What follows belongs to an exercise in optimizing a design on an open flow for small area; a production flow would make more cautious choices. Function was checked by simulation only, so behaviour that the tests miss may differ from the original.

==> inputs of v5 <==
==> flow/design.v (excerpt) <==
module fp_mult (
    input  var logic        clk,
    input  var logic        rst,
    input  var logic        valid_i,
    input  var logic [31:0] num_a_i,
    input  var logic [31:0] num_b_i,
    output var logic [31:0] num_o,
    output var logic        valid_o
);
logic        sa, sb;
logic [7:0]  ea, eb;
logic [22:0] fa, fb;
logic        pn_a, pn_b, pn;
logic [23:0] n0, n1, n2, n3;
logic [23:0] y0;
logic [7:0]  raw0;
always_comb begin
    {sa, ea, fa} = num_a_i;
    {sb, eb, fb} = num_b_i;
    pn_a = (ea == 8'd0) & eb[7];
    pn_b = (eb == 8'd0) & ea[7];
    pn   = pn_a | pn_b;
    n0   = pn_b ? {1'b0, fb} : {(ea != 8'd0), fa};
    y0   = pn_b ? {1'b1, fa} : {(eb != 8'd0), fb};
    n1   = (pn & ~|n0[23:8])  ? {n0[7:0], 16'd0} : n0;
    n2   = (pn & ~|n1[23:16]) ? {n1[15:0], 8'd0} : n1;
    n3   = (pn & ~|n2[23:20]) ? {n2[19:0], 4'd0} : n2;
    raw0 = ea + eb;
end
logic [23:0] x_q, y_q;
logic [7:0]  raw_q;
logic        hi_q, lo_q, pn_q, sign_q, valid_q;
always_ff @(posedge clk) begin
    x_q    <= n3;
    y_q    <= y0;
    raw_q  <= raw0;
    hi_q   <= ea[7] & eb[7];
    lo_q   <= ~ea[7] & ~eb[7];
    pn_q   <= pn;
    sign_q <= sa ^ sb;
end
always_ff @(posedge clk)
    if (rst) valid_q <= 1'b0;
    else     valid_q <= valid_i;
logic [11:0] s1, s2, s3;
always_comb
    for (int i = 0; i < 12; i++) begin
        s1[i] = ~y_q[2*i+1] &  y_q[2*i];
        s2[i] =  y_q[2*i+1] & ~y_q[2*i];
        s3[i] =  y_q[2*i+1] &  y_q[2*i];
    end
wire w1;
wire w2;
ha_cell u_w1 (.a(x_q[1]), .b(x_q[0]), .s(w1), .co(w2));
wire w3;
wire w4;
ha_cell u_w3 (.a(x_q[2]), .b(x_q[1]), .s(w3), .co(w4));
wire w5;
wire w6;
ha_cell u_w5 (.a(x_q[3]), .b(x_q[2]), .s(w5), .co(w6));
wire w7;
wire w8;
ha_cell u_w7 (.a(x_q[4]), .b(x_q[3]), .s(w7), .co(w8));
wire w9;
wire w10;
ha_cell u_w9 (.a(x_q[5]), .b(x_q[4]), .s(w9), .co(w10));
wire w11;
wire w12;
ha_cell u_w11 (.a(x_q[6]), .b(x_q[5]), .s(w11), .co(w12));
wire w13;
wire w14;
ha_cell u_w13 (.a(x_q[7]), .b(x_q[6]), .s(w13), .co(w14));
wire w15;
wire w16;
ha_cell u_w15 (.a(x_q[8]), .b(x_q[7]), .s(w15), .co(w16));
wire w17;
wire w18;
ha_cell u_w17 (.a(x_q[9]), .b(x_q[8]), .s(w17), .co(w18));
wire w19;
wire w20;
ha_cell u_w19 (.a(x_q[10]), .b(x_q[9]), .s(w19), .co(w20));
wire w21;
wire w22;
  ...
Settings: LEC_CHECK=0, CAP_MARGIN=20, CELL_PAD_IN_SITES_DETAIL_PLACEMENT=2, CELL_PAD_IN_SITES_GLOBAL_PLACEMENT=2, CORE_MARGIN=2, CORE_UTILIZATION=40, SLEW_MARGIN=20, SYNTH_HIERARCHICAL=1, BUFFER_PORTS_ARGS=-buffer_cell sky130_fd_sc_hd__buf_1, RECOVER_POWER=100; clock period 8.5 ns.
standard.sh (not shown) runs the stock make flow with config.mk's settings and CLKGATE_MAP_FILE= SYNTH_SCRIPT=/design/flow/synth_recipe.tcl, a recipe that flattens the netlist after the stock synthesis.
==> flow/flow/run.sh <==
#!/bin/bash
# The standard layout (standard.sh: its synthesis and the ORFS steps to
# finish), with two changes:
# - the buffers that buffer_ports puts on every input and output port are the
#   smallest buffer cell, sky130_fd_sc_hd__buf_1 (repair may still resize them);
# - after global routing, cells on paths with positive slack are downsized
#   (ORFS RECOVER_POWER).
set -e
echo 'export BUFFER_PORTS_ARGS = -buffer_cell sky130_fd_sc_hd__buf_1' >> config.mk
echo 'export RECOVER_POWER = 100' >> config.mk
bash standard.sh > standard.log 2>&1
==> v32 (differences from v5) <==
- CORE_UTILIZATION: 40 -> 50
==> v31 (differences from v5) <==
==> flow/flow/run.sh (replaced) <==
#!/bin/bash
# The standard layout (standard.sh: its synthesis and the ORFS steps to
# finish), with one change: the buffers that buffer_ports puts on every input
# and output port are the smallest buffer cell, sky130_fd_sc_hd__buf_1,
# instead of the default choice. The repair steps may still resize them.
set -e
echo 'export BUFFER_PORTS_ARGS = -buffer_cell sky130_fd_sc_hd__buf_1' >> config.mk
bash standard.sh > standard.log 2>&1
- RECOVER_POWER: 100 -> not set
==> v35 (differences from v5) <==
==> flow/flow/run.sh (replaced) <==
#!/bin/bash
# The standard layout (standard.sh: its synthesis and the ORFS steps to
# finish), with three changes:
# - the buffers that buffer_ports puts on every input and output port are the
#   smallest buffer cell, sky130_fd_sc_hd__buf_1 (repair may still resize them);
# - after global routing, cells on paths with positive slack are downsized
#   (ORFS RECOVER_POWER);
# - timing-driven global placement does not keep the buffers its repair
#   inserts (GPL_KEEP_OVERFLOW 0); the later repair steps add what is needed.
set -e
echo 'export BUFFER_PORTS_ARGS = -buffer_cell sky130_fd_sc_hd__buf_1' >> config.mk
echo 'export RECOVER_POWER = 100' >> config.mk
echo 'export GPL_KEEP_OVERFLOW = 0' >> config.mk
bash standard.sh > standard.log 2>&1
- GPL_KEEP_OVERFLOW: not set -> 0
==> qor summary <==
Hold endpoint: v31 sgn_q$_DFF_P_; v35 sgn_q$_DFF_P_; v5 sgn_q$_DFF_P_; v32 -
Max Clock Skew: v31 0.01776 ns; v35 0.01427 ns; v5 0.01656 ns; v32 -
Met1 Resource Use GR: v31 0.4418; v35 0.4359; v5 0.4418; v32 -
Number of global-route vias before repair: v31 17260; v35 16800; v5 17260; v32 -
Ratio of cells with drive above 1 in the final layout: v31 0.1436; v35 0.1447; v5 0.1321; v32 -
Slew Limit Headroom: v31 0.1751; v35 -0.1464; v5 -0.7953; v32 -
Setup bufs post-CTS: v31 0; v35 4; v5 0; v32 4
Seq/total area: v31 0.1150; v35 0.1193; v5 0.1155; v32 -
Final setup violating endpoints: v31 0; v35 0; v5 0; v32 -
Routed wire length: v31 70.06 mm; v35 69.07 mm; v5 69.90 mm; v32 -
Largest register FFs: v31 28; v35 28; v5 28; v32 -
Cell area after layout: v31 18280 sq um; v35 18220 sq um; v5 18210 sq um; v32 -
Most common cell after layout, fill and taps aside: v31 a222oi_1; v35 a222oi_1; v5 a222oi_1; v32 -
CP Class: v31 reg2reg; v35 reg2reg; v5 reg2reg; v32 -
Result of the run: v31 timing/DRC/antenna clean; v35 finished with violations; v5 finished with violations; v32 stopped before the end
Stage where the flow stopped: v31 -; v35 -; v5 -; v32 4_1_cts
Violated checks: v31 -; v35 capacitance limit, slew limit; v5 capacitance limit, slew limit; v32 -
Global routing usage summed across all routing layers: v31 0.3308; v35 0.3236; v5 0.3308; v32 -
Worst reg2reg path depth: v31 30; v35 29; v5 30; v32 -
Slew at the pin closest to its max-slew limit: v31 1.235 ns; v35 1.720 ns; v5 2.693 ns; v32 -
Final design utilization: v31 0.4601; v35 0.4585; v5 0.4582; v32 -
Area overhead of the layout relative to synthesis: v31 13.45%; v35 13.04%; v5 12.97%; v32 -
Non-clock buffer contribution to total cell area: v31 0.06577; v35 0.04052; v5 0.06501; v32 -
Total global routing overflow: v31 0; v35 0; v5 0; v32 -

[afterwards: timing with drivers on the ports]
No port has a modelled driver above. Below, the same layouts with a new extraction and two added sets of constraints.
Step 1 assumes that a clkbuf_16 drives the clock port and a buf_2 every other input.
Step 2 also shifts input and output timing later by t, the mid clock arrival at the registers, as if the neighbouring blocks saw the same clock.
Three values: ideal ports, drivers, drivers and shift; two values: the first two.
run	t (ns)	setup slack, ns	worst hold slack (ns)	worst setup path at the end	worst slew at a driven data input, ns
v5	0.423	0.464 / 0.464 / 0.464	0.345 / 0.345 / 0.345	register to register	0.06
v31	0.425	0.481 / 0.481 / 0.481	0.345 / 0.345 / 0.345	register to register	0.06
v35	0.427	0.240 / 0.240 / 0.240	0.340 / 0.340 / 0.340	register to register	0.07
